Source: an optimization exercise on an open RTL-to-GDS flow (aim: small area, a short achievable clock period and few clock cycles per item). Production flows keep margins and buffers that such runs may drop. The RTL was checked by simulation tests, not by an equivalence proof against the original design. No activity file was given, so power comes from the tool's default toggle rates.

### design/flow/design.v
module vmicro16_core # (
    parameter DATA_WIDTH = 16,
    parameter CORE_ID    = 0
) (
    input         clk,
    input         reset,
    output [7:0]  dbug,
    output        halt,
    input  [7:0]   ints,
    input  [127:0] ints_data,
    output [7:0]   ints_ack,
    output reg [22:0] w_PADDR,
    output reg        w_PWRITE,
    output reg        w_PSELx,
    output reg        w_PENABLE,
    output reg [15:0] w_PWDATA,
    input      [15:0] w_PRDATA,
    input             w_PREADY,
    output [22:0] w2_PADDR,
    output        w2_PWRITE,
    output        w2_PSELx,
    output        w2_PENABLE,
    output [15:0] w2_PWDATA,
    input  [15:0] w2_PRDATA,
    input         w2_PREADY
);
    reg  [15:0] regs [0:7];
    reg  [3:0]  flags;               
    reg  [15:0] tim0 [0:63];         
    reg  [15:0] intv [0:7];          
    reg  [7:0]  intm;                
    reg         freq;                
    reg  [11:0] faddr;               
    reg  [11:0] rtgt;                
    reg         rpend;
    reg         fdrop;               
    reg  [15:0] ir, sb;              
    reg         iv, sv;
    reg         ir_res, sb_res;      
    reg  [15:0] ex;                  
    reg  [21:0] ec;                  
    reg         ex_res;              
    reg         dres;                
    reg         ev;
    reg  [15:0] opA, opB;            
    reg  [15:0] mA, mB;              
    reg  [15:0] lA, lB;              
    reg  [15:0] sD;                  
    reg         pl;                  
    reg  [2:0]  pl_rd;               
    reg         ld_rdy;              
    reg  [15:0] ld_data;
    reg         mph;                 
    reg  [15:0] ms, mc;              
    reg  [7:0]  mhs, mhc;
    reg  [5:0]  prevb;               
    reg  [15:0] eaddr;               
    reg         e_sub;               
    reg  [15:0] e_y;                 
    reg  [4:0]  e_reg;               
    reg  [5:0]  e_rda6;              
    assign w2_PADDR   = {11'd0, faddr};
    assign w2_PSELx   = freq;
    assign w2_PENABLE = freq;
    assign w2_PWRITE  = 1'b0;
    assign w2_PWDATA  = 16'd0;
    assign ints_ack   = 8'd0;
    function cond_ok(input [3:0] f, input [7:0] c);
        reg n, z, v;
        begin
            n = f[3]; z = f[2]; v = f[0];
            case (c)
                8'd0:    cond_ok = 1'b1;
                8'd1:    cond_ok = z;
                8'd2:    cond_ok = ~z;
                8'd3:    cond_ok = ~z & (n == v);
                8'd4:    cond_ok = (z == n);
                8'd5:    cond_ok = (z != n);
                8'd6:    cond_ok = z | (n != v);
                default: cond_ok = 1'b0;
            endcase
        end
    endfunction
    function [21:0] decode(input [15:0] in);
        reg [4:0] o, f;
        reg lw, sw, bt, mv, mvi, aru, ars, br, cmp, setc, mult, lwex, swex;
        begin
            o = in[15:11]; f = in[4:0];
            lw   = (o == 5'b00001);
            sw   = (o == 5'b00010);
            bt   = (o == 5'b00011);
            mv   = (o == 5'b00100);
            mvi  = (o == 5'b00101);
            aru  = (o == 5'b00110);
            ars  = (o == 5'b00111);
            br   = (o == 5'b01000);
            cmp  = (o == 5'b01001);
            setc = (o == 5'b01010);
            mult = (o == 5'b01011);
            lwex = (o == 5'b01101);
            swex = (o == 5'b01110);
            decode = {
                (aru | ars) & ~f[4],                             
                (aru | ars) & ((f == 5'b11111) | (f == 5'b10000) | ~f[4]),  
                (aru & (f == 5'b10000)) | (ars & ((f == 5'b10000) | ~f[4])),  
                ~(mvi | br),                                     
                lw | lwex | swex | mv | mvi | aru | ars | setc | bt | mult,  
                lw | lwex | swex,                                
                sw | swex,                                       
                lw | sw | lwex | swex,                           
                (o == 5'b00000) & in[0],                         
                swex, lwex, mult, setc, cmp, br, ars, aru, mvi, mv, bt, sw, lw};
        end
    endfunction
    wire [4:0] op   = ex[15:11];
    wire [2:0] rd   = ex[10:8];
    wire [4:0] s5   = ex[4:0];
    wire [7:0] imm8 = ex[7:0];
    wire op_lw    = ec[0];
    wire op_sw    = ec[1];
    wire op_bit   = ec[2];
    wire op_mov   = ec[3];
    wire op_movi  = ec[4];
    wire op_aru   = ec[5];
    wire op_ars   = ec[6];
    wire op_br    = ec[7];
    wire op_cmp   = ec[8];
    wire op_setc  = ec[9];
    wire op_mult  = ec[10];
    wire op_lwex  = ec[11];
    wire op_swex  = ec[12];
    wire is_halt  = ec[13];
    wire is_mem   = ec[14];
    wire is_st    = ec[15];
    wire is_ld    = ec[16];              
    wire has_we   = ec[17];
    wire uses_ra  = ec[18];
    wire ar_sub   = ec[19];
    wire ar_res   = ec[20];              
    wire ar_imm   = ec[21];              
    wire [15:0] A = opA;
    wire [15:0] B = opB;
    wire [15:0] ar_sum  = A + (B ^ {16{e_sub}}) + e_y;
    wire [16:0] cmp_t   = {1'b0, A} - {1'b0, B};
    wire [3:0]  cmp_f   = {cmp_t[15], (cmp_t[15:0] == 16'd0), 1'b0,
                           cmp_t[16] ^ cmp_t[15]};
    reg  [15:0] bit_res;
    always @(*)
        case (s5)
            5'd0:    bit_res = lA | lB;
            5'd1:    bit_res = lA ^ lB;
            5'd2:    bit_res = lA & lB;
            5'd3:    bit_res = ~lB;
            5'd4:    bit_res = lA << lB;
            5'd5:    bit_res = lA >> lB;
            default: bit_res = 16'd0;
        endcase
    wire [15:0] pp0 = mB[0] ? mA << 0 : 16'd0;
    wire [15:0] pp1 = mB[1] ? mA << 1 : 16'd0;
    wire [15:0] pp2 = mB[2] ? mA << 2 : 16'd0;
    wire [15:0] pp3 = mB[3] ? mA << 3 : 16'd0;
    wire [15:0] pp4 = mB[4] ? mA << 4 : 16'd0;
    wire [15:0] pp5 = mB[5] ? mA << 5 : 16'd0;
    wire [15:0] pp6 = mB[6] ? mA << 6 : 16'd0;
    wire [15:0] pp7 = mB[7] ? mA << 7 : 16'd0;
    wire [7:0]  pp8 = mB[8] ? mA[7:0] << 0 : 8'd0;
    wire [7:0]  pp9 = mB[9] ? mA[7:0] << 1 : 8'd0;
    wire [7:0]  pp10 = mB[10] ? mA[7:0] << 2 : 8'd0;
    wire [7:0]  pp11 = mB[11] ? mA[7:0] << 3 : 8'd0;
    wire [7:0]  pp12 = mB[12] ? mA[7:0] << 4 : 8'd0;
    wire [7:0]  pp13 = mB[13] ? mA[7:0] << 5 : 8'd0;
    wire [7:0]  pp14 = mB[14] ? mA[7:0] << 6 : 8'd0;
    wire [7:0]  pp15 = mB[15] ? mA[7:0] << 7 : 8'd0;
    wire [15:0] cl0s = pp0 ^ pp1 ^ pp2;
    wire [15:0] cl0c = ((pp0 & pp1) | (pp0 & pp2) | (pp1 & pp2)) << 1;
    wire [15:0] cl1s = pp3 ^ pp4 ^ pp5;
    wire [15:0] cl1c = ((pp3 & pp4) | (pp3 & pp5) | (pp4 & pp5)) << 1;
    wire [15:0] cl2s = cl0s ^ cl0c ^ cl1s;
    wire [15:0] cl2c = ((cl0s & cl0c) | (cl0s & cl1s) | (cl0c & cl1s)) << 1;
    wire [15:0] cl3s = cl1c ^ pp6 ^ pp7;
    wire [15:0] cl3c = ((cl1c & pp6) | (cl1c & pp7) | (pp6 & pp7)) << 1;
    wire [15:0] cl4s = cl2s ^ cl2c ^ cl3s;
    wire [15:0] cl4c = ((cl2s & cl2c) | (cl2s & cl3s) | (cl2c & cl3s)) << 1;
    wire [15:0] cl5s = cl4s ^ cl4c ^ cl3c;
    wire [15:0] cl5c = ((cl4s & cl4c) | (cl4s & cl3c) | (cl4c & cl3c)) << 1;
    wire [7:0] ch0s = pp8 ^ pp9 ^ pp10;
    wire [7:0] ch0c = ((pp8 & pp9) | (pp8 & pp10) | (pp9 & pp10)) << 1;
    wire [7:0] ch1s = pp11 ^ pp12 ^ pp13;
    wire [7:0] ch1c = ((pp11 & pp12) | (pp11 & pp13) | (pp12 & pp13)) << 1;
    wire [7:0] ch2s = ch0s ^ ch0c ^ ch1s;
    wire [7:0] ch2c = ((ch0s & ch0c) | (ch0s & ch1s) | (ch0c & ch1s)) << 1;
    wire [7:0] ch3s = ch1c ^ pp14 ^ pp15;
    wire [7:0] ch3c = ((ch1c & pp14) | (ch1c & pp15) | (pp14 & pp15)) << 1;
    wire [7:0] ch4s = ch2s ^ ch2c ^ ch3s;
    wire [7:0] ch4c = ((ch2s & ch2c) | (ch2s & ch3s) | (ch2c & ch3s)) << 1;
    wire [7:0] ch5s = ch4s ^ ch4c ^ ch3c;
    wire [7:0] ch5c = ((ch4s & ch4c) | (ch4s & ch3c) | (ch4c & ch3c)) << 1;
    always @(posedge clk) begin
        ms  <= cl5s;
        mc  <= cl5c;
        mhs <= ch5s;
        mhc <= ch5c;
    end
    wire [15:0] m2a = {mhs, 8'd0};
    wire [15:0] m2b = {mhc, 8'd0};
    wire [15:0] m3s = ms ^ mc ^ m2a;
    wire [15:0] m3c = ((ms & mc) | (ms & m2a) | (mc & m2a)) << 1;
    wire [15:0] m4s = m3s ^ m3c ^ m2b;
    wire [15:0] m4c = ((m3s & m3c) | (m3s & m2b) | (m3c & m2b)) << 1;
    wire [15:0] mul_res = m4s + m4c;
    reg  [15:0] alu_res;
    always @(*) begin
        alu_res = 16'd0;
        if (op_bit)                    alu_res = bit_res;
        if (op_mov)                    alu_res = B;
        if (op_movi)                   alu_res = {8'd0, imm8};
        if (ar_res)                    alu_res = ar_sum;
        if (op_setc)                   alu_res = {15'd0, cond_ok(flags, B[7:0])};
        if (op_mult)                   alu_res = mul_res;
    end
    wire [15:0] addr    = eaddr;
    wire        tim0_en = e_reg[0];
    wire        sreg_en = e_reg[1];
    wire        intv_en = e_reg[2];
    wire        intm_en = e_reg[3];
    wire        apb_en  = e_reg[4];
    reg  [15:0] sr_val;
    always @(*)
        case (addr[2:0])
            3'd0:    sr_val = CORE_ID;
            3'd1:    sr_val = 16'd32;
            3'd2:    sr_val = 16'd4096;
            3'd3:    sr_val = 16'd9;
            default: sr_val = 16'd0;
        endcase
    reg  [15:0] tim0_rd;
    integer w;
    always @(*) begin
        tim0_rd = 16'd0;
        for (w = 0; w < 64; w = w + 1)
            tim0_rd = tim0_rd | (tim0[w] & {16{e_rda6 == w}});
    end
    wire [15:0] loc_rd = tim0_en ? tim0_rd :
                         sreg_en ? sr_val :
                         intv_en ? intv[addr[2:0]] :
                                   {8'd0, intm};
    wire busy     = w_PSELx;
    wire bus_done = w_PSELx & w_PENABLE & w_PREADY;
    wire pl_done  = ld_rdy;              
    wire hz       = pl & ((rd == pl_rd) |
                          ((ex[7:5] == pl_rd) & uses_ra));
    wire stall     = is_halt | (op_mult & ~mph) | hz |
                     (is_mem & apb_en & busy) | (pl_done & has_we);
    wire e_go      = ev & ~stall;
    wire issue_bus = e_go & is_mem & apb_en;
    wire redirect  = e_go & op_br & ~ex_res & cond_ok(flags, imm8);
    assign halt = ev & is_halt & ~busy;
    assign dbug = {7'd0, halt};
    wire [15:0] e_wdata = is_ld ? loc_rd : alu_res;
    wire        wp_en   = (e_go & has_we) | pl_done;
    wire [2:0]  wp_idx  = pl_done ? pl_rd : rd;
    wire [15:0] wp_data = pl_done ? ld_data : e_wdata;
    wire        loc_we  = e_go & is_st;
    reg reset_q;
    always @(posedge clk)
        reset_q <= reset;
    integer i;
    always @(posedge clk)
        if (reset_q) begin
            for (i = 0; i < 8; i = i + 1)
                regs[i] <= 16'd0;
            flags <= 4'd0;
            prevb <= 6'd0;
        end else begin
            if (wp_en)
                regs[wp_idx] <= wp_data;
            if (e_go & op_cmp)
                flags <= cmp_f;
            if (e_go)
                prevb <= e_prevb;
        end
    always @(posedge clk) begin
        if (loc_we & tim0_en)
            tim0[addr[5:0]] <= sD;
        if (loc_we & intv_en)
            intv[addr[2:0]] <= sD;
        if (loc_we & intm_en)
            intm <= sD[7:0];
    end
    always @(posedge clk)
        if (reset) begin
            w_PSELx   <= 1'b0;
            w_PENABLE <= 1'b0;
            pl        <= 1'b0;
            ld_rdy    <= 1'b0;
            mph       <= 1'b0;
        end else begin
            mph <= ev & op_mult & ~e_go & ~hz;
            if (issue_bus) begin
                w_PSELx   <= 1'b1;
                w_PENABLE <= 1'b0;
            end else if (bus_done) begin
                w_PSELx   <= 1'b0;
                w_PENABLE <= 1'b0;
            end else if (w_PSELx)
                w_PENABLE <= 1'b1;
            if (issue_bus & is_ld)
                pl <= 1'b1;
            else if (ld_rdy)
                pl <= 1'b0;
            ld_rdy <= pl & bus_done;
        end
    always @(posedge clk)
        if (bus_done)
            ld_data <= w_PRDATA;
    always @(posedge clk)
        if (issue_bus & is_ld)
            pl_rd <= rd;
    always @(posedge clk)
        if (issue_bus) begin
            w_PADDR  <= {op_lwex, op_swex, 5'd0, addr};
            w_PWRITE <= is_st;
            w_PWDATA <= sD;
        end
    wire [2:0]  d_rd = ir[10:8];
    wire [2:0]  d_ra = ir[7:5];
    wire [15:0] d_A  = (wp_en && wp_idx == d_rd) ? wp_data : regs[d_rd];
    wire [15:0] d_B  = (wp_en && wp_idx == d_ra) ? wp_data : regs[d_ra];
    wire        e_free = ~ev | e_go;
    wire [5:0]  e_prevb  = (op_movi | op_br) ? imm8[5:0] :
                           ar_imm ? B[5:0] + s5[3:0] : B[5:0];
    wire [21:0] d_dec    = decode(ir);
    wire [15:0] d_i      = d_dec[21] ? {12'd0, ir[3:0]} : 16'd0;
    wire [15:0] d_y      = d_dec[19] ? 16'd1 - d_i : d_i;
    wire        e_wr_ra  = ev & has_we & (rd == d_ra);
    wire        d_ld_ra  = pl & (pl_rd == d_ra);
    wire        d_mstall = d_dec[14] & ((e_wr_ra & ~op_movi) | (d_ld_ra & ~ld_rdy));
    wire [15:0] d_base   = e_wr_ra ? {8'd0, imm8} :
                           d_ld_ra ? ld_data : regs[d_ra];
    wire [15:0] d_addr   = d_base + {{11{ir[4]}}, ir[4:0]};
    wire        d_tim0   = ~d_addr[12] & ~d_addr[9] & ~d_addr[7];
    wire        d_sreg   = d_addr[7] & ~d_addr[5] & ~d_addr[4];
    wire        d_intv   = d_addr[8] & ~d_addr[3];
    wire        d_intm   = d_addr[8] & d_addr[3];
    wire        d_apb    = ~(d_tim0 | d_sreg | d_intv | d_intm);
    wire [5:0]  d_prevb  = ev ? e_prevb : prevb;
    wire [5:0]  d_rda6   = d_dec[12] ? d_prevb + {ir[4], ir[4:0]} : d_addr[5:0];
    wire        d_mult = (ir[15:11] == 5'b01011);
    wire        d_go   = iv & e_free & ~redirect & ~d_mstall;
    wire        d_br     = iv & (ir[15:11] == 5'b01000);
    wire        e_wr_rd  = ev & has_we & (rd == d_rd);
    wire        d_tgt_ok = ~(ev & op_cmp) & ~(pl & (pl_rd == d_rd)) &
                           (~e_wr_rd | op_movi);
    wire [11:0] d_tgt    = e_wr_rd ? {4'd0, imm8} : regs[d_rd][11:0];
    wire        d_done   = dres | ir_res;
    wire        d_res    = d_br & d_tgt_ok & ~d_done & ~redirect;
    wire        d_redir  = d_res & cond_ok(flags, ir[7:0]);
    always @(posedge clk)
        if (reset)
            ev <= 1'b0;
        else if (e_free)
            ev <= d_go;
    always @(posedge clk) begin
        if (d_go)
            ex <= ir;
        if (d_go)
            ec <= d_dec;
        if (d_go) begin
            e_sub  <= d_dec[19];
            e_y    <= d_y;
            eaddr  <= d_addr;
            e_reg  <= {d_apb, d_intm, d_intv, d_sreg, d_tim0};
            e_rda6 <= d_rda6;
        end
        if (d_go)
            ex_res <= d_done | d_res;
        if (d_go)
            opA <= d_A;
        else if (pl_done & (rd == pl_rd))
            opA <= ld_data;
        if (d_go & d_mult) begin
            mA <= d_A;
            mB <= d_B;
        end else if (pl_done & op_mult) begin
            if (rd == pl_rd)
                mA <= ld_data;
            if (ex[7:5] == pl_rd)
                mB <= ld_data;
        end
        if (d_go & d_dec[2]) begin
            lA <= d_A;
            lB <= d_B;
        end else if (pl_done & op_bit) begin
            if (rd == pl_rd)
                lA <= ld_data;
            if (ex[7:5] == pl_rd)
                lB <= ld_data;
        end
        if (d_go & d_dec[15])
            sD <= d_A;
        else if (pl_done & is_st & (rd == pl_rd))
            sD <= ld_data;
        if (d_go)
            opB <= d_B;
        else if (pl_done & (ex[7:5] == pl_rd))
            opB <= ld_data;
    end
    wire        fin     = freq & w2_PREADY;
    wire        fgood   = fin & ~fdrop & ~redirect & ~d_redir;
    wire        ir_free = ~iv | d_go;
    wire        e_cmp   = ev & op_cmp;
    wire        f_res   = fgood & (w2_PRDATA[15:11] == 5'b01000) &
                          iv & ~sv & (ir[15:11] == 5'b00101) &
                          (ir[10:8] == w2_PRDATA[10:8]) & (~e_cmp | e_go);
    wire        f_redir = f_res & cond_ok(e_cmp ? cmp_f : flags, w2_PRDATA[7:0]);
    reg         iv_n, sv_n;
    always @(*) begin
        if (redirect) begin
            iv_n = 1'b0; sv_n = 1'b0;
        end else if (d_redir) begin
            iv_n = ~d_go; sv_n = 1'b0;
        end else if (ir_free) begin
            iv_n = sv | fgood;
            sv_n = sv & fgood;
        end else begin
            iv_n = iv;
            sv_n = sv | fgood;
        end
    end
    wire        still  = freq & ~w2_PREADY;
    wire        issue  = ~still & ~(iv_n & sv_n);
    wire        redir  = redirect | d_redir;
    wire [11:0] tgt    = redirect ? A[11:0] : d_tgt;
    wire [11:0] seq    = (faddr == 12'hfff) ? faddr : faddr + 12'd1;
    wire [11:0] npc_e  = redir ? tgt : f_redir ? {4'd0, ir[7:0]} :
                         rpend ? rtgt : seq;
    always @(posedge clk)
        if (reset) begin
            iv    <= 1'b0;
            sv    <= 1'b0;
            freq  <= 1'b1;
            faddr <= 12'd0;
            rpend <= 1'b0;
            fdrop <= 1'b0;
            dres  <= 1'b0;
        end else begin
            iv <= iv_n;
            sv <= sv_n;
            freq <= still | issue;
            if (issue)
                faddr <= npc_e;
            if (redir)
                rtgt <= tgt;
            else if (f_redir)
                rtgt <= {4'd0, ir[7:0]};
            rpend <= ~issue & (redir | f_redir | rpend);
            dres <= ~redirect & ~ir_free & (dres | d_res);
            if (redir & still)
                fdrop <= 1'b1;
            else if (fin)
                fdrop <= 1'b0;
        end
    always @(posedge clk) begin
        if (ir_free) begin
            if (sv) begin
                ir     <= sb;
                ir_res <= sb_res;
            end else begin
                ir     <= w2_PRDATA;
                ir_res <= f_res;
            end
        end
        if (fin & (ir_free ? sv : ~sv)) begin
            sb     <= w2_PRDATA;
            sb_res <= f_res;
        end
    end
endmodule
### design/flow/run.sh
#!/bin/bash
# synth_recipe.tcl (not shown) runs the flow's synth.tcl, then flattens the netlist and writes it again
# the make line also repeats each setting of config.mk as NAME=value (left out here)
make -C /OpenROAD-flow-scripts/flow DESIGN_CONFIG=/design/flow/config.mk WORK_HOME=/design/flow/orfs CLKGATE_MAP_FILE= SYNTH_SCRIPT=/design/flow/synth_recipe.tcl finish
### design/flow/config.mk
export PLATFORM = sky130hd
export DESIGN_NAME = vmicro16_core
export DESIGN_NICKNAME = vmicro16_core
export VERILOG_FILES = /design/flow/design.v
export SDC_FILE = /design/flow/constraint.sdc
export NUM_CORES = 4
export LEC_CHECK = 0
export CAP_MARGIN = 20
export CORE_MARGIN = 2
export CORE_UTILIZATION = 40
export SETUP_SLACK_MARGIN = 5
export SLEW_MARGIN = 20
export TNS_END_PERCENT = 5
### design/flow/constraint.sdc
create_clock -name core_clock -period 10.0 [get_ports {clk}]
set_input_delay 2.0000 -clock core_clock [delete_from_list [all_inputs] [get_ports {clk}]]
set_output_delay 2.0000 -clock core_clock [all_outputs]
set_load 0.01 [all_outputs]
==> flow_metrics.py, run 1 <==
metrics = {
    "clock_network": {
        "clock-sinks": 1643,
        "cts-buffers-inserted": 166,
        "insertion_delay_ns": 0.84,
        "cts-htree-levels": 4,
        "cts.path.max_buffers": 3,
        "cts_tree": "done",
        "clkTransAtPathRegs_ns": 0.06,
        "clockRootBuffer": "clkbuf_16",
    },
    "route": {
        "top_layer": "met5",
        "wl_per_cell_um": 33.8,
        "drt_iter0_drc": 8589,
        "antenna_left": 0,
        "wl_met1_um": 101000,
        "vias": 50800,
        "wl_um": 275000,
        "wl_met3_um": 37900,
        "viasPerCell": 6.26,
        "dr_wl_met2_um": 121000,
        "dr.pass1.iters": 8,
        "drc_errors": 0,
    },
    "sta": {
        "final_hold_viol_count": 0,
        "fmax_mhz": 185,
        "worstMarginPinSlew_ns": 1.27,
        "finalCritPeriodShare_pct": 54.0,
        "whs_ns": 0.417,
        "tns_ns": 0,
        "setup-violations-final": 0,
        "skew_ns": 0.0564,
        "period_minus_slack_ns": 5.40,
        "rsz0062_at_grt": "yes",
        "relSlewSlack_pct": 15.1,
        "slew_viol_final": 0,
    },
    "synth": {
        "ys_seq_elements": 1643,
        "syn_area_per_cell_sq_um": 13.9,
        "synth.yosys.seq_area_share_pct": 65.0,
        "async_flop_share_pct": 0,
        "syn_inst": 5357,
        "ys_warn_count": 1,
        "synth_edf_count": 1562,
        "ys_types": 105,
        "synth_ff_type": "edfxtp_1",
        "synth_area_sq_um": 74600,
    },
    "final_layout": {
        "layout_common_cells": "1562 x edfxtp_1, 513 x a22oi_1, 449 x nand2_1",
        "finish.net_count": 5912,
        "final_common_cell": "edfxtp_1",
        "layout-drive-gt1-share_pct": 14.3,
        "area_growth_syn_to_layout_pct": 14.0,
        "post-route-util_pct": 45.9,
        "largest_reg_flops": 1024,
    },
    "placement": {
        "routabilityCongestion": 0.952,
        "dpl.hpwl_um": 173000,
        "port_buffers": 88,
    },
    "hold_path": {
        "hp-class": "reg -> reg",
        "min-delay-start": "eaddr[8]",
    },
    "global_route": {
        "grt_pass1_vias": 47500,
        "grt_overflow": 0,
        "grt_use_total_pct": 28.2,
        "antenna_found_initial": 19,
        "grt_pass1_wl_um": 375000,
        "grt_max_degree": 75,
    },
    "critical_path": {
        "cp_max_fo": 16,
        "cp_slowest_cell": "nor3_1",
        "crit_buf_inv": 1,
        "startpoint": "e_rda6[4]",
        "worstPathCellList": "or4_1 -> nor2_1 -> buf_4 -> a22oi_1 -> nand2_1 -> nor3_1 -> nand4_1 -> a21oi_1 -> o31a_1 -> mux2i_1 -> mux2_2",
        "crit_type": "reg -> reg",
        "critPathMaxStageDelay_ns": 0.94,
        "cp.required_ns": 10.57,
        "cp.arrival_ns": 5.97,
        "reg2reg_from": "e_rda6[4]",
        "worstSetupEndpointType": "flip-flop",
        "start_kind": "flip-flop",
        "path_delay_family": "simple AND/OR/NAND/NOR gates",
    },
    "outcome": {
        "outcome": "no timing/DRC/antenna violations",
    },
    "power": {
        "fin_total_pwr_mw": 15.3,
        "vdd.ir_drop.worst_v": 0.000206,
        "power.leakage_nw": 29.1,
        "powerDensity_nw_per_um2": 180,
    },
    "die": {
        "fp.coreArea_sq_um": 185000,
        "num_rows": 158,
        "fp.dieArea_sq_um": 190000,
        "die_height_um": 436,
        "ioPinCount": 273,
        "dieWidth_um": 436,
        "initial_core_util_pct": 40.2,
    },
    "run": {
        "cap_viol_max_count": 0,
    },
}
## synth_stat cells (16+ instances only)
| cell | n | area share (%) |
|---|---|---|
| a211oi_1 | 34 | 0.34 |
| a21o_1 | 29 | 0.29 |
| a21oi_1 | 140 | 0.94 |
| a221oi_1 | 21 | 0.25 |
| a22o_1 | 18 | 0.21 |
| a22oi_1 | 514 | 5.2 |
| a31oi_1 | 18 | 0.15 |
| and2_1 | 119 | 1.0 |
| and3_1 | 21 | 0.18 |
| buf_1 | 23 | 0.12 |
| buf_2 | 34 | 0.23 |
| buf_4 | 52 | 0.52 |
| clkbuf_1 | 216 | 1.1 |
| dfxtp_1 | 81 | 2.2 |
| edfxtp_1 | 1562 | 63 |
| fa_1 | 104 | 2.8 |
| ha_1 | 124 | 2.1 |
| inv_1 | 211 | 1.1 |
| mux2_2 | 74 | 1.1 |
| mux2i_1 | 97 | 1.3 |
| mux4_2 | 116 | 3.5 |
| nand2_1 | 455 | 2.3 |
| nand2b_1 | 27 | 0.23 |
| nand3_1 | 46 | 0.31 |
| nand4_1 | 72 | 0.60 |
| nor2_1 | 408 | 2.1 |
| nor2b_1 | 28 | 0.23 |
| nor3_1 | 68 | 0.46 |
| nor4_1 | 55 | 0.46 |
| o211ai_1 | 16 | 0.16 |
| o21ai_0 | 136 | 0.91 |
| o21ai_1 | 18 | 0.12 |
| o21bai_1 | 17 | 0.17 |
| o22ai_1 | 17 | 0.14 |
| o31ai_1 | 21 | 0.21 |
| xnor2_1 | 101 | 1.2 |
| xor2_1 | 37 | 0.43 |
## per-stage QoR
stage,area [sq um],setup WS [ns],instances
3_3_place_gp,79100,4.21,7792
6_report,85100,4.60,8126
2_1_floorplan,74800,5.01,5404
4_1_cts,84700,4.77,8104
5_1_grt,85100,4.77,8122
3_5_place_dp,79100,4.12,7793
## path summary, 6_finish.rpt
kind / endpoint / slack (ns) / cells after the start
min reg2reg: w_PADDR[8] / 0.42 / 0
min: w_PADDR[8] / 0.42 / 0
max: sD[4] / 4.60 / 11
max reg2reg: sD[4] / 4.60 / 11
## timing repair
item | in CTS | in global routing
hold buffers | 0 | 0
resized for setup | 37 | 36
buffers inserted | 14 | 14
pin swaps | 2 | 8
gates cloned | 0 | 1
setup endpoints to repair | 262 | 242
## routing by layer
layer	track usage (%)	vias to the layer above
met4	13.0	10
met1	37.5	25600
li1	-	20800
met5	0	-
met2	42.4	3771
met3	8.44	663
## worst reg2reg max path, cell delays in order (launching register included)
cell and delay (ns):
edfxtp_1 0.77, or4_1 0.40, nor2_1 0.24, buf_4 0.30, a22oi_1 0.19, nand2_1 0.09
nor3_1 0.94, nand4_1 0.50, a21oi_1 0.54, o31a_1 0.45, mux2i_1 0.35, mux2_2 0.39
## final cells by class
class / count / area [sq um]
Antenna cell: 5 / 12.5
Timing Repair Buffer: 272 / 2360
Multi-Input combinational cell: 3214 / 24900
Inverter: 215 / 810
Clock inverter: 88 / 961
Fill cell: 16300 / 100000
Clock buffer: 209 / 4370
Sequential cell: 1643 / 48500
Tap cell: 2480 / 3100
## logic make-up (layout without fill, tap and decap cells)
family          count (synthesis)  count (layout)  synth area share [%]
flops                        1643            1643                  65.0
simple gates                 1389            1389                  8.79
compound gates               1120            1120                  10.6
buf+inv                       547             784                  3.11
mux                           289             289                  5.96
fa+ha+maj                     230             230                  4.90
xor+xnor                      138             138                  1.62
other cells                     1              53               0.00502
## power breakdown
group / total, mW / internal (mW) / switching, mW
logic: 1.49 / 0.493 / 0.994
clock network: 6.19 / 3.48 / 2.72
registers: 7.63 / 7.54 / 0.0957
Testbench counts, summed over its fixed seeds: cycles 6,061, items 5,575.
==> run 2, diff against run 1 <==
==> design/flow/flow/run.sh (new file) <==
#!/bin/bash
# The standard layout, with the timing repair aiming further below the clock
# period than config.mk's settings allow.
set -euo pipefail
bash standard.sh SETUP_SLACK_MARGIN=7 finish > standard.log 2>&1
==> design/flow/standard.sh (new file) <==
#!/bin/bash
# synth_recipe.tcl (not shown) runs the flow's synth.tcl, then flattens the netlist and writes it again
# the make line also repeats each setting of config.mk as NAME=value (left out here)
make -C /OpenROAD-flow-scripts/flow DESIGN_CONFIG=/design/flow/config.mk WORK_HOME=/design/flow/orfs CLKGATE_MAP_FILE= SYNTH_SCRIPT=/design/flow/synth_recipe.tcl "${@:-finish}"
removed: design/flow/run.sh
==> run 2 against run 1 <==
Still clean on timing, DRC and antenna. Total power is 4.2% higher. Sequential share of layout area is 3.4 points lower. Synthesized cell count stayed put. Fmax is 21% higher. Via count is 3.8% higher. Critical path depth is 4 higher. First-iteration DRC count is 7.2% higher. Register-to-register slack better by 0.95 ns. Clock power is 5.5% higher. Non-clock buffer count is 237 higher. Utilization is 2.9 points higher. Die area stayed put. Largest power group unchanged. Highest routed layer unchanged.
==> flow_metrics.py, run 2 <==
metrics = {
    "global_route": {
        "grt_use_total_pct": 28.9,
        "grt_max_degree": 75,
        "grt_overflow": 0,
        "grt_pass1_wl_um": 385000,
        "grt_pass1_vias": 48900,
        "antenna_found_initial": 9,
    },
    "clock_network": {
        "insertion_delay_ns": 0.88,
        "clock-sinks": 1643,
        "cts.path.max_buffers": 3,
        "clkTransAtPathRegs_ns": 0.06,
        "cts-htree-levels": 4,
        "cts-buffers-inserted": 168,
        "cts_tree": "done",
        "clockRootBuffer": "clkbuf_16",
    },
    "power": {
        "seq_power_share_pct": 47.8,
        "p_int_mw": 11.9,
        "vdd.ir_drop.worst_v": 0.000157,
        "pwr-share-comb_pct": 11.3,
        "clock_power_share_pct": 40.9,
        "power.leakage_nw": 31.3,
        "powerDensity_nw_per_um2": 176,
        "power_switching_mw": 4.05,
        "swShare_pct": 25.4,
    },
    "route": {
        "viasPerCell": 6.29,
        "dr.pass1.iters": 8,
        "wl_per_cell_um": 34.0,
        "wl_um": 285000,
        "antenna_left": 0,
        "drt_iter0_drc": 9210,
        "drc_errors": 0,
        "vias": 52800,
    },
    "die": {
        "initial_core_util_pct": 40.2,
        "num_rows": 158,
        "dieWidth_um": 436,
        "fp.dieArea_sq_um": 190000,
        "die_height_um": 436,
        "fp.coreArea_sq_um": 185000,
        "ioPinCount": 273,
    },
    "critical_path": {
        "crit_type": "reg -> reg",
        "startpoint": "e_rda6[3]",
        "cp.required_ns": 10.53,
        "start_kind": "flip-flop",
        "reg2reg_from": "e_rda6[3]",
        "cp.arrival_ns": 4.97,
        "worstSetupEndpointType": "flip-flop",
        "cp_max_fo": 16,
    },
    "synth": {
        "yosysMostFrequentCell": "edfxtp_1",
        "ys_warn_count": 1,
        "synth_edf_count": 1562,
        "ys_seq_elements": 1643,
        "synth_area_sq_um": 74600,
        "syn_area_per_cell_sq_um": 13.9,
        "netlist.area_leader.share_pct": 62.8,
        "synth-xor-area-share_pct": 1.62,
        "yosys-top-cells-area": "edfxtp_1 63%, a22oi_1 5.2%, mux4_2 3.5%",
        "synth_ff_type": "edfxtp_1",
        "synth_compound_area_share_pct": 10.6,
        "yosys.area_share.adder_pct": 4.90,
        "synth_simple_gate_area_share_pct": 8.79,
        "syn_inst": 5357,
        "synth.yosys.seq_area_share_pct": 65.0,
        "post_synth_mux_area_share_pct": 5.96,
        "synth_top_area_cell": "edfxtp_1",
        "synth_top_family_by_area": "compound AO/OA/AOI/OAI gates",
        "async_flop_share_pct": 0,
        "synth_common_cells": "1562 x edfxtp_1, 514 x a22oi_1, 455 x nand2_1",
        "ys_types": 105,
    },
    "final_layout": {
        "post-route-util_pct": 48.8,
        "layout-drive-gt1-share_pct": 22.1,
        "area_growth_syn_to_layout_pct": 21.2,
        "layout_common_cells": "1562 x edfxtp_1, 494 x a22oi_1, 435 x nand2_1",
        "fin_cells": 8387,
        "finish.net_count": 6164,
        "final_common_cell": "edfxtp_1",
        "largest_reg_flops": 1024,
    },
    "sta": {
        "finalCritPeriodShare_pct": 44.5,
        "worstMarginPinSlew_ns": 1.32,
        "period_minus_slack_ns": 4.45,
        "rsz0062_at_grt": "yes",
        "setup_slack_ns": 5.55,
        "final_hold_viol_count": 0,
        "fmax_mhz": 225,
        "setup-violations-final": 0,
        "relSlewSlack_pct": 12.0,
        "skew_ns": 0.0950,
        "tns_ns": 0,
        "slew_viol_final": 0,
    },
    "placement": {
        "pre_cts_slack_ns": 4.01,
        "dpl.hpwl_um": 174000,
        "place_inst": 7791,
        "routabilityCongestion": 0.976,
        "port_buffers": 88,
    },
    "outcome": {
        "outcome": "no timing/DRC/antenna violations",
    },
    "run": {
        "cap_viol_max_count": 0,
    },
    "hold_path": {
        "min-delay-start": "ec[12]",
        "hp-class": "reg -> reg",
    },
}
-- run 2: cell type report --
class                      count  area (sq um)
fill                       15900         94900
sequential                  1643         48500
multi-input combinational   3226         27100
timing repair buffer         509          5180
clock buffer                 214          4430
tap                         2480          3100
clock inverter                92          1280
inverter                     215           830
antenna                        7          17.5
timing repair inverter         1          8.76
-- run 2: through the flow --
stage               cell area, sq um  total power [mW]  hold slack (ns)
CTS                            88000              15.8            0.419
floorplan                      75100              8.58            0.400
detailed placement             79300              9.16            0.405
finish                         90500              16.0            0.420
global route                   90500              16.3            0.433
global placement               79300              9.15            0.407
-- run 2: per-layer routing --
layer / global-route usage [%] / wire length, um / vias to the layer above
met5: 0 / 84 / -
met1: 38.7 / 105000 / 26600
met3: 9.07 / 39500 / 838
li1: - / - / 21300
met4: 15.2 / 18200 / 4
met2: 41.9 / 122000 / 4022
-- run 2: power groups by stage --
stage | logic [mW] | registers (mW) | clock network, mW
global placement | 1.36 | 7.78 | 0
floorplan | 0.854 | 7.72 | 0
detailed placement | 1.37 | 7.79 | 0
finish | 1.80 | 7.63 | 6.53
CTS | 1.60 | 7.63 | 6.54
global route | 1.86 | 7.63 | 6.81
-- run 2: worst max-delay path: stages (launching register included) --
cell       delay [ns]
edfxtp_1         0.39
buf_12           0.15
buf_4            0.13
nand4bb_1        0.26
nor2_1           0.07
buf_4            0.28
a22oi_1          0.29
nand2_2          0.21
nor4_1           0.61
nand4_1          0.53
a21oi_4          0.44
o21ai_2          0.18
o31ai_4          0.10
buf_4            0.19
mux2_4           0.22
o21ai_2          0.09
-- run 2: kinds of logic (layout without fill, tap and decap cells) --
family                     after synthesis  after routing
AOI/OAI and AO/OA                     1120           1121
xor gates and xnor gates               138            138
adders and majority gates              230            230
buffers and inverters                  547           1031
DFF                                   1643           1643
muxes                                  289            289
other                                    1             55
and+or+nand+nor                       1389           1400
-- run 2: final timing paths --
kind	endpoint	slack [ns]	cells past startpoint
worst max-delay path	opA[13]	5.55	15
worst min register to register	w_PADDR[21]	0.42	0
worst max register to register	opA[13]	5.55	15
worst min-delay path	w_PADDR[21]	0.42	0
-- run 2: timing repair --
action	4_1_cts	5_1_grt
buffers inserted	139	119
gates cloned	15	9
pin swaps	83	110
gates resized for setup	274	301
hold buffers	0	0
endpoints found under the setup margin	1807	1807
==> run 3, diff against run 2 <==
--- a/design/flow/design.v
+++ b/design/flow/design.v
@@ -56,7 +56,7 @@
     reg  [5:0]  prevb;               
     reg  [15:0] eaddr;               
     reg         e_sub;               
-    reg  [15:0] e_y;                 
+    reg  [15:0] opX;                 
     reg  [4:0]  e_reg;               
     reg  [5:0]  e_rda6;              
     assign w2_PADDR   = {11'd0, faddr};
@@ -140,10 +140,13 @@
     wire ar_imm   = ec[21];              
     wire [15:0] A = opA;
     wire [15:0] B = opB;
-    wire [15:0] ar_sum  = A + (B ^ {16{e_sub}}) + e_y;
-    wire [16:0] cmp_t   = {1'b0, A} - {1'b0, B};
-    wire [3:0]  cmp_f   = {cmp_t[15], (cmp_t[15:0] == 16'd0), 1'b0,
-                           cmp_t[16] ^ cmp_t[15]};
+    wire [15:0] ar_sum;
+    vmicro16_add16 ar_add (.a(A), .b(opX ^ {16{e_sub}}), .ci(e_sub),
+                           .s(ar_sum), .co());
+    wire [15:0] cmp_d;
+    wire        cmp_co;
+    vmicro16_add16 cmp_sub (.a(A), .b(~B), .ci(1'b1), .s(cmp_d), .co(cmp_co));
+    wire [3:0]  cmp_f   = {cmp_d[15], (A == B), 1'b0, ~cmp_co ^ cmp_d[15]};
     reg  [15:0] bit_res;
     always @(*)
         case (s5)
@@ -207,7 +210,8 @@
     wire [15:0] m3c = ((ms & mc) | (ms & m2a) | (mc & m2a)) << 1;
     wire [15:0] m4s = m3s ^ m3c ^ m2b;
     wire [15:0] m4c = ((m3s & m3c) | (m3s & m2b) | (m3c & m2b)) << 1;
-    wire [15:0] mul_res = m4s + m4c;
+    wire [15:0] mul_res;
+    vmicro16_add16 mul_add (.a(m4s), .b(m4c), .ci(1'b0), .s(mul_res), .co());
     reg  [15:0] alu_res;
     always @(*) begin
         alu_res = 16'd0;
@@ -328,16 +332,19 @@
     wire [15:0] d_B  = (wp_en && wp_idx == d_ra) ? wp_data : regs[d_ra];
     wire        e_free = ~ev | e_go;
     wire [5:0]  e_prevb  = (op_movi | op_br) ? imm8[5:0] :
-                           ar_imm ? B[5:0] + s5[3:0] : B[5:0];
+                           ar_imm ? opX[5:0] : B[5:0];
     wire [21:0] d_dec    = decode(ir);
-    wire [15:0] d_i      = d_dec[21] ? {12'd0, ir[3:0]} : 16'd0;
-    wire [15:0] d_y      = d_dec[19] ? 16'd1 - d_i : d_i;
     wire        e_wr_ra  = ev & has_we & (rd == d_ra);
     wire        d_ld_ra  = pl & (pl_rd == d_ra);
-    wire        d_mstall = d_dec[14] & ((e_wr_ra & ~op_movi) | (d_ld_ra & ~ld_rdy));
+    wire        d_mstall = (d_dec[14] | d_dec[21]) &
+                           ((e_wr_ra & ~op_movi) | (d_ld_ra & ~ld_rdy));
     wire [15:0] d_base   = e_wr_ra ? {8'd0, imm8} :
                            d_ld_ra ? ld_data : regs[d_ra];
-    wire [15:0] d_addr   = d_base + {{11{ir[4]}}, ir[4:0]};
+    wire [15:0] d_addr, d_basei;
+    vmicro16_add16 addr_add (.a(d_base), .b({{11{ir[4]}}, ir[4:0]}), .ci(1'b0),
+                             .s(d_addr), .co());
+    vmicro16_add16 imm_add (.a(d_base), .b({12'd0, ir[3:0]}), .ci(1'b0),
+                            .s(d_basei), .co());
     wire        d_tim0   = ~d_addr[12] & ~d_addr[9] & ~d_addr[7];
     wire        d_sreg   = d_addr[7] & ~d_addr[5] & ~d_addr[4];
     wire        d_intv   = d_addr[8] & ~d_addr[3];
@@ -367,7 +374,7 @@
             ec <= d_dec;
         if (d_go) begin
             e_sub  <= d_dec[19];
-            e_y    <= d_y;
+            opX    <= d_dec[21] ? d_basei : d_B;
             eaddr  <= d_addr;
             e_reg  <= {d_apb, d_intm, d_intv, d_sreg, d_tim0};
             e_rda6 <= d_rda6;
@@ -404,6 +411,8 @@
             opB <= d_B;
         else if (pl_done & (ex[7:5] == pl_rd))
             opB <= ld_data;
+        if (~d_go & pl_done & (ex[7:5] == pl_rd))
+            opX <= ld_data;
     end
     wire        fin     = freq & w2_PREADY;
     wire        fgood   = fin & ~fdrop & ~redirect & ~d_redir;
@@ -476,3 +485,24 @@
         end
     end
 endmodule
+module vmicro16_add16 (
+    input  [15:0] a,
+    input  [15:0] b,
+    input         ci,
+    output [15:0] s,
+    output        co
+);
+    wire [15:0] p = a ^ b;
+    wire [15:0] g0 = (a & b) | {15'd0, p[0] & ci};
+    wire [15:0] g1, p1, g2, p2, g3, p3, g4;
+    wire [15:0] p0 = {p[15:1], 1'b0};
+    assign g1 = g0 | (p0 & {g0[14:0], 1'b0});
+    assign p1 = p0 & {p0[14:0], 1'b0};
+    assign g2 = g1 | (p1 & {g1[13:0], 2'b0});
+    assign p2 = p1 & {p1[13:0], 2'b0};
+    assign g3 = g2 | (p2 & {g2[11:0], 4'b0});
+    assign p3 = p2 & {p2[11:0], 4'b0};
+    assign g4 = g3 | (p3 & {g3[7:0], 8'b0});
+    assign s  = p ^ {g4[14:0], ci};
+    assign co = g4[15];
+endmodule
--- a/design/flow/config.mk
+++ b/design/flow/config.mk
@@ -10,4 +10,3 @@
 export CORE_UTILIZATION = 40
 export SETUP_SLACK_MARGIN = 5
 export SLEW_MARGIN = 20
-export TNS_END_PERCENT = 5
==> run 3 against run 2 <==
Sequential power up 0.5%. First-iteration DRC count is 12% higher. Flip-flop and latch count is 11 higher. Fmax down 4.8%. Routed wire length up 13%. Die area up 1.6%. Sequential share of layout area down 4.5 points. Critical path depth grew 1. Clock skew decreased by 0.030 ns. Worst setup slack worse by 0.22 ns. Critical endpoint is now mB[14]. Critical path type unchanged.
==> flow_metrics.py, run 3 <==
metrics = {
    "critical_path": {
        "crit_type": "reg -> reg",
        "cp.required_ns": 10.54,
        "startpoint": "e_rda6[0]",
        "cp.arrival_ns": 5.21,
        "start_kind": "flip-flop",
        "worstSetupEndpointType": "flip-flop",
        "reg2reg_from": "e_rda6[0]",
        "reg2reg_depth": 16,
        "cp_max_fo": 8,
    },
    "placement": {
        "dpl.hpwl_um": 184000,
        "routabilityCongestion": 0.979,
        "port_buffers": 88,
        "pre_cts_slack_ns": 4.30,
    },
    "power": {
        "pwr-share-comb_pct": 12.8,
        "powerDensity_nw_per_um2": 164,
        "power.leakage_nw": 35.3,
        "clock_power_share_pct": 40.3,
        "vdd.ir_drop.worst_v": 0.000187,
        "power_switching_mw": 4.24,
        "p_int_mw": 12.1,
        "seq_power_share_pct": 46.9,
        "swShare_pct": 25.9,
    },
    "outcome": {
        "outcome": "no timing/DRC/antenna violations",
    },
    "route": {
        "vias": 57700,
        "wl_um": 322000,
        "drt_iter0_drc": 10300,
        "wl_per_cell_um": 36.1,
        "drc_errors": 0,
        "antenna_left": 0,
        "viasPerCell": 6.47,
        "dr.pass1.iters": 14,
    },
    "synth": {
        "syn_inst": 5470,
        "ys_types": 117,
        "ys_seq_elements": 1654,
        "syn_area_per_cell_sq_um": 13.9,
        "async_flop_share_pct": 0,
        "netlist.area_leader.share_pct": 62.3,
        "synth_edf_count": 1573,
        "synth_area_sq_um": 75800,
        "synth_common_cells": "1573 x edfxtp_1, 453 x nand2_1, 397 x a22oi_1",
        "ys_warn_count": 1,
        "synth_ff_type": "edfxtp_1",
        "synth_top_area_cell": "edfxtp_1",
        "synth.yosys.seq_area_share_pct": 64.4,
        "yosysMostFrequentCell": "edfxtp_1",
        "yosys-top-cells-area": "edfxtp_1 62%, a22oi_1 3.9%, mux4_2 3.8%",
    },
    "final_layout": {
        "final_common_cell": "edfxtp_1",
        "layout_common_cells": "1573 x edfxtp_1, 402 x buf_4, 394 x nand2_1",
        "largest_reg_flops": 1024,
        "finish.net_count": 6647,
        "area_growth_syn_to_layout_pct": 31.3,
        "layout-drive-gt1-share_pct": 33.6,
    },
    "clock_network": {
        "clock-sinks": 1654,
        "cts.path.max_buffers": 3,
        "cts_tree": "done",
        "cts-buffers-inserted": 172,
        "cts_hold_buf": 0,
        "clkTransAtPathRegs_ns": 0.06,
        "cts-htree-levels": 4,
        "clockRootBuffer": "clkbuf_16",
        "insertion_delay_ns": 0.87,
    },
    "global_route": {
        "grt_overflow": 0,
        "antenna_found_initial": 18,
        "grt_max_degree": 75,
        "grt_pass1_vias": 52800,
        "grt_pass1_wl_um": 421000,
        "grt_use_total_pct": 31.5,
    },
    "sta": {
        "setup-violations-final": 0,
        "period_minus_slack_ns": 4.67,
        "skew_ns": 0.0647,
        "fmax_mhz": 214,
        "worstMarginPinSlew_ns": 1.22,
        "setup_slack_ns": 5.33,
        "tns_ns": 0,
        "slew_viol_final": 0,
        "rsz0062_at_grt": "yes",
        "relSlewSlack_pct": 18.3,
        "finalCritPeriodShare_pct": 46.7,
        "final_hold_viol_count": 0,
    },
    "die": {
        "dieWidth_um": 439,
        "die_height_um": 439,
        "ioPinCount": 273,
        "num_rows": 159,
        "fp.coreArea_sq_um": 188000,
        "fp.dieArea_sq_um": 193000,
        "initial_core_util_pct": 40.3,
    },
    "run": {
        "cap_viol_max_count": 0,
    },
    "hold_path": {
        "hold_path_depth": 0,
        "hp-class": "reg -> reg",
        "min-delay-start": "eaddr[7]",
    },
}
-- run 3: cell count changes after synthesis, moves of 19 or more --
cell and delta:
a22oi_1 -117, nand4_1 +33, buf_2 +41, nand3_1 +146
inv_1 -44, nor2_1 -150, clkbuf_1 -19, o21ai_0 +28
and3_1 +85, and2_1 +64
-- run 3: area by class of cell --
| class | instances | area [sq um] |
|---|---|---|
| clock inverter | 104 | 1250 |
| timing repair buffer | 938 | 11300 |
| fill | 15000 | 88400 |
| timing repair inverter | 1 | 16.3 |
| antenna | 14 | 35.0 |
| inverter | 172 | 692 |
| multi-input combinational | 3330 | 29700 |
| clock buffer | 212 | 4460 |
| tap | 2495 | 3120 |
| sequential | 1654 | 48900 |
-- run 3: layer usage --
metal | global-route usage [%] | vias up | wire length (um)
met4 | 18.9 | 10 | 24800
li1 | - | 22600 | -
met2 | 45.2 | 4993 | 135000
met1 | 41.8 | 28900 | 114000
met3 | 9.61 | 1212 | 48000
met5 | 0 | - | 67
-- run 3: power by group through the flow --
stage | logic (mW) | registers (mW) | clock network, mW
floorplan | 0.833 | 7.77 | 0
global placement | 1.33 | 7.84 | 0
detailed placement | 1.34 | 7.84 | 0
CTS | 1.79 | 7.66 | 6.57
global route | 2.11 | 7.67 | 6.86
finish | 2.09 | 7.67 | 6.59
-- run 3: repair_timing --
item / in CTS / in global routing
cloned: 27 / 25
pin swaps: 288 / 248
setup buffers: 458 / 187
resized for setup: 1122 / 517
setup endpoints to repair: 1945 / 1799
-- run 3: path summary, 6_finish.rpt --
path	to	slack (ns)
max	mB[14]	5.33
max reg2reg	mB[14]	5.33
min	w_PADDR[7]	0.42
min reg2reg	w_PADDR[7]	0.42
-- run 3: cells by family after synthesis --
kind of cell,share of synthesized area [%]
compound gates,9.74
simple gates,10.8
flops,64.4
buf+inv,3.23
mux,6.02
xor+xnor,1.55
fa+ha+maj,4.27
other cells,0.00494
-- run 3: through the flow --
stage	instances	total power [mW]	hold slack (ns)	utilization (%)	area [sq um]
3_3_place_gp	7889	9.17	0.408	42.8	80500
5_1_grt	8907	16.6	0.428	52.9	99500
6_report	8920	16.3	0.417	53.0	99500
4_1_cts	8694	16.0	0.416	50.7	95300
3_5_place_dp	7893	9.18	0.405	42.9	80600
2_1_floorplan	5517	8.61	0.400	-	77000
-- run 3: worst max-delay path, stage by stage, from the launching register on --
cell,delay [ns]
edfxtp_1,0.42
buf_6,0.16
buf_6,0.14
and4b_1,0.21
buf_12,0.15
and2_4,0.16
buf_12,0.16
buf_12,0.17
a22oi_2,0.18
nand2_1,0.13
nor4_4,0.47
nand4_1,0.69
a21oi_4,0.52
a31oi_1,0.09
buf_6,0.18
o31ai_4,0.37
a21oi_2,0.13
Testbench counts of run 3, summed over its fixed seeds: cycles 6,091, items 5,575.
==> run 4, diff against run 3 <==
--- a/design/flow/design.v
+++ b/design/flow/design.v
@@ -37,6 +37,7 @@
     reg  [15:0] ir, sb;              
     reg         iv, sv;
     reg         ir_res, sb_res;      
+    reg  [7:0]  ir_rd1h, ir_ra1h;    
     reg  [15:0] ex;                  
     reg  [21:0] ec;                  
     reg         ex_res;              
@@ -328,8 +329,18 @@
         end
     wire [2:0]  d_rd = ir[10:8];
     wire [2:0]  d_ra = ir[7:5];
-    wire [15:0] d_A  = (wp_en && wp_idx == d_rd) ? wp_data : regs[d_rd];
-    wire [15:0] d_B  = (wp_en && wp_idx == d_ra) ? wp_data : regs[d_ra];
+    reg  [15:0] rf_A, rf_B;
+    integer r;
+    always @(*) begin
+        rf_A = 16'd0;
+        rf_B = 16'd0;
+        for (r = 0; r < 8; r = r + 1) begin
+            rf_A = rf_A | (regs[r] & {16{ir_rd1h[r]}});
+            rf_B = rf_B | (regs[r] & {16{ir_ra1h[r]}});
+        end
+    end
+    wire [15:0] d_A  = (wp_en && wp_idx == d_rd) ? wp_data : rf_A;
+    wire [15:0] d_B  = (wp_en && wp_idx == d_ra) ? wp_data : rf_B;
     wire        e_free = ~ev | e_go;
     wire [5:0]  e_prevb  = (op_movi | op_br) ? imm8[5:0] :
                            ar_imm ? opX[5:0] : B[5:0];
@@ -339,7 +350,7 @@
     wire        d_mstall = (d_dec[14] | d_dec[21]) &
                            ((e_wr_ra & ~op_movi) | (d_ld_ra & ~ld_rdy));
     wire [15:0] d_base   = e_wr_ra ? {8'd0, imm8} :
-                           d_ld_ra ? ld_data : regs[d_ra];
+                           d_ld_ra ? ld_data : rf_B;
     wire [15:0] d_addr, d_basei;
     vmicro16_add16 addr_add (.a(d_base), .b({{11{ir[4]}}, ir[4:0]}), .ci(1'b0),
                              .s(d_addr), .co());
@@ -358,7 +369,7 @@
     wire        e_wr_rd  = ev & has_we & (rd == d_rd);
     wire        d_tgt_ok = ~(ev & op_cmp) & ~(pl & (pl_rd == d_rd)) &
                            (~e_wr_rd | op_movi);
-    wire [11:0] d_tgt    = e_wr_rd ? {4'd0, imm8} : regs[d_rd][11:0];
+    wire [11:0] d_tgt    = e_wr_rd ? {4'd0, imm8} : rf_A[11:0];
     wire        d_done   = dres | ir_res;
     wire        d_res    = d_br & d_tgt_ok & ~d_done & ~redirect;
     wire        d_redir  = d_res & cond_ok(flags, ir[7:0]);
@@ -474,9 +485,13 @@
             if (sv) begin
                 ir     <= sb;
                 ir_res <= sb_res;
+                ir_rd1h <= 8'd1 << sb[10:8];
+                ir_ra1h <= 8'd1 << sb[7:5];
             end else begin
                 ir     <= w2_PRDATA;
                 ir_res <= f_res;
+                ir_rd1h <= 8'd1 << w2_PRDATA[10:8];
+                ir_ra1h <= 8'd1 << w2_PRDATA[7:5];
             end
         end
         if (fin & (ir_free ? sv : ~sv)) begin
--- a/design/flow/config.mk
+++ b/design/flow/config.mk
@@ -8,5 +8,7 @@
 export CAP_MARGIN = 20
 export CORE_MARGIN = 2
 export CORE_UTILIZATION = 40
+export CTS_BUF_LIST = sky130_fd_sc_hd__clkbuf_8
 export SETUP_SLACK_MARGIN = 5
 export SLEW_MARGIN = 20
+export TNS_END_PERCENT = 5
==> run 4 against run 3 <==
First-iteration DRC count down 2.2%. Worst hold slack worse by 0.037 ns. Clock power down 14%. Via count down 3.9%. Still clean. Area after synthesis down 0.90%. Fmax up 5.5%. Utilization down 3.9 points. Combinational power down 4%. Synthesized cell count unchanged. Clock-buffer cell count up 95. Critical path type unchanged. Flip-flop and latch count up 10. Non-clock buffer count down 278.
==> flow_metrics.py, run 4 <==
metrics = {
    "route": {
        "drc_errors": 0,
        "dr.pass1.iters": 14,
        "viasPerCell": 6.33,
        "wl_um": 298000,
        "antenna_left": 0,
        "vias": 55500,
        "wl_per_cell_um": 34.0,
        "drt_iter0_drc": 10100,
    },
    "critical_path": {
        "crit_type": "reg -> reg",
        "worstSetupEndpointType": "flip-flop",
        "cp_max_fo": 6,
        "cp.required_ns": 10.82,
        "reg2reg_from": "e_rda6[3]",
        "cp.arrival_ns": 5.24,
        "startpoint": "e_rda6[3]",
        "start_kind": "flip-flop",
    },
    "synth": {
        "synth_common_cells": "1589 x edfxtp_1, 489 x a22oi_1, 354 x nand2_1",
        "synth_ff_type": "edfxtp_1",
        "syn_area_per_cell_sq_um": 13.7,
        "yosysMostFrequentCell": "edfxtp_1",
        "synth.yosys.seq_area_share_pct": 65.5,
        "yosys-top-cells-area": "edfxtp_1 63%, a22oi_1 4.9%, fa_1 2.3%",
        "synth_area_sq_um": 75200,
        "ys_seq_elements": 1664,
        "synth_top_area_cell": "edfxtp_1",
        "ys_warn_count": 1,
        "async_flop_share_pct": 0,
        "synth_edf_count": 1589,
        "ys_types": 99,
        "syn_inst": 5470,
        "netlist.area_leader.share_pct": 63.5,
    },
    "power": {
        "power.leakage_nw": 32.7,
        "vdd.ir_drop.worst_v": 0.000162,
        "fin_total_pwr_mw": 15.4,
        "powerDensity_nw_per_um2": 168,
    },
    "global_route": {
        "grt_pass1_wl_um": 402000,
        "grt_use_total_pct": 30.1,
        "grt_pass1_vias": 50800,
        "grt_max_degree": 75,
        "grt_overflow": 0,
        "antenna_found_initial": 16,
    },
    "clock_network": {
        "cts.path.max_buffers": 4,
        "clkTransAtPathRegs_ns": 0.06,
        "cts-buffers-inserted": 292,
        "cts_tree": "done",
        "cts-htree-levels": 5,
        "clockRootBuffer": "clkbuf_8",
        "insertion_delay_ns": 1.10,
        "clock-sinks": 1664,
    },
    "die": {
        "num_rows": 159,
        "fp.dieArea_sq_um": 191000,
        "fp.coreArea_sq_um": 187000,
        "dieWidth_um": 437,
        "die_height_um": 437,
        "ioPinCount": 273,
        "initial_core_util_pct": 40.1,
    },
    "sta": {
        "skew_ns": 0.0924,
        "final_hold_viol_count": 0,
        "whs_ns": 0.379,
        "slew_viol_final": 0,
        "rsz0062_at_grt": "yes",
        "relSlewSlack_pct": 15.3,
        "worstMarginPinSlew_ns": 1.26,
        "fmax_mhz": 226,
        "period_minus_slack_ns": 4.43,
        "tns_ns": 0,
        "setup_slack_ns": 5.57,
        "finalCritPeriodShare_pct": 44.3,
        "setup-violations-final": 0,
    },
    "final_layout": {
        "multi_input_area_sq_um": 26900,
        "layout-drive-gt1-share_pct": 23.8,
        "layout_common_cells": "1589 x edfxtp_1, 453 x a22oi_1, 374 x buf_4",
        "finish.net_count": 6469,
        "n_fill_cell": 15900,
        "regArea_sq_um": 49200,
        "fin_cells": 8771,
        "area_growth_syn_to_layout_pct": 22.3,
        "final_common_cell": "edfxtp_1",
        "post-route-util_pct": 49.1,
        "largest_reg_flops": 1024,
        "design_area_sq_um": 91900,
    },
    "placement": {
        "dpl.hpwl_um": 182000,
        "postPlaceCellArea_sq_um": 79800,
        "port_buffers": 88,
        "pre_cts_slack_ns": 3.90,
        "place_inst": 7906,
        "routabilityCongestion": 0.980,
    },
    "outcome": {
        "outcome": "no timing/DRC/antenna violations",
    },
    "hold_path": {
        "hp-class": "reg -> reg",
        "min-delay-start": "eaddr[15]",
    },
    "run": {
        "cap_viol_max_count": 0,
    },
}
## run 4: changes by cell type after synthesis, moves of 16 or more
cell and change:
a211oi_1 -28, nand4_1 +29, and2_1 +58, nor2_1 +33, nand2_1 -99, edfxtp_1 +16, a22oi_1 +92, buf_2 -25
clkbuf_1 +40, mux4_2 -60
## run 4: timing repair
item	in CTS	in global routing
resized for setup	462	283
cloned	6	3
hold buffers	0	0
pin swaps	144	116
setup endpoints to repair	1926	1951
setup buffers	214	163
## run 4: layer usage
metal	up-vias	track usage (%)	share of wire (%)
met5	-	0	0.018
met4	8	15.9	6.4
met3	999	8.16	14
met2	4583	44.3	43
met1	27700	40.5	36
li1	22300	-	-
## run 4: worst paths after layout
kind / cells past startpoint / slack, ns / to
worst max-delay path: 16 / 5.57 / opX[8]
worst min-delay path: 0 / 0.38 / w_PADDR[15]
worst max register to register: 16 / 5.57 / opX[8]
worst min register to register: 0 / 0.38 / w_PADDR[15]
## run 4: cell type report
class                      instances  area share, %
clock buffer                     307           4.60
multi-input combinational       3297           29.3
clock inverter                   169          0.816
tap                             2495           3.40
inverter                         176          0.728
sequential                      1664           53.6
timing repair buffer             660           7.59
antenna                            3        0.00817
## run 4: cell families after synthesis
kind of cell,after synthesis,share of synthesized area [%]
compound gates,1094,10.3
xor+xnor,132,1.54
fa+ha+maj,206,4.30
buf+inv,557,3.18
flops,1664,65.5
mux,227,4.27
other cells,1,0.00499
simple gates,1589,10.9
## run 4: worst max-delay path: stages, from the launching register on
cell and delay [ns]:
edfxtp_1 0.43, buf_6 0.15, buf_12 0.13, buf_8 0.13, and4b_4 0.22, buf_8 0.14
and2_4 0.19, buf_12 0.17, buf_4 0.14, a22oi_2 0.18, nand4_1 0.40, or4_4 0.71
o211ai_1 0.41, a32oi_4 0.14, mux2i_4 0.30, a211oi_2 0.11, a21o_1 0.21
## run 4: power by group
part	switching, mW	total [mW]	internal, mW
registers	0.104	7.77	7.67
clock network	2.78	5.66	2.88
logic	1.27	2.00	0.734
Testbench counts of run 4, summed over its fixed seeds: cycles 6,091, items 5,575.

afterwards: timing with drivers on the ports:
The flow's constraints put no driver on any port. The routed layouts listed below were extracted and timed again, unchanged, in two steps. Step 1 sets driving cells, clkbuf_16 on the clock port and buf_2 on the other inputs (assumed; they add their load-dependent delay and slew). Step 2 also shifts input and output timing later by t, the mid clock arrival at the registers, as if the neighbouring blocks saw the same clock. Three values: ideal, step 1, step 2; two values: the first two.
| run | t (ns) | slack for setup (ns) | clock arrival spread, ns | worst register clock-pin slew, ns | pins driven straight from the clock port |
|---|---|---|---|---|---|
| run 1 | 0.897 | 4.603 / 4.603 / 4.225 | 0.057 / 0.057 | 0.07 / 0.07 | 1 |
| run 2 | 0.914 | 5.555 / 5.555 / 5.142 | 0.096 / 0.096 | 0.07 / 0.07 | 1 |
| run 3 | 0.932 | 5.330 / 5.330 / 5.330 | 0.065 / 0.065 | 0.07 / 0.07 | 1 |
| run 4 | 1.143 | 5.575 / 5.575 / 5.553 | 0.102 / 0.101 | 0.07 / 0.07 | 1 |
After both steps setup and hold are still met in every run listed. For run 2, which loses most, drivers alone change the setup slack by 0.000 ns; drivers and shift together by -0.413 ns.
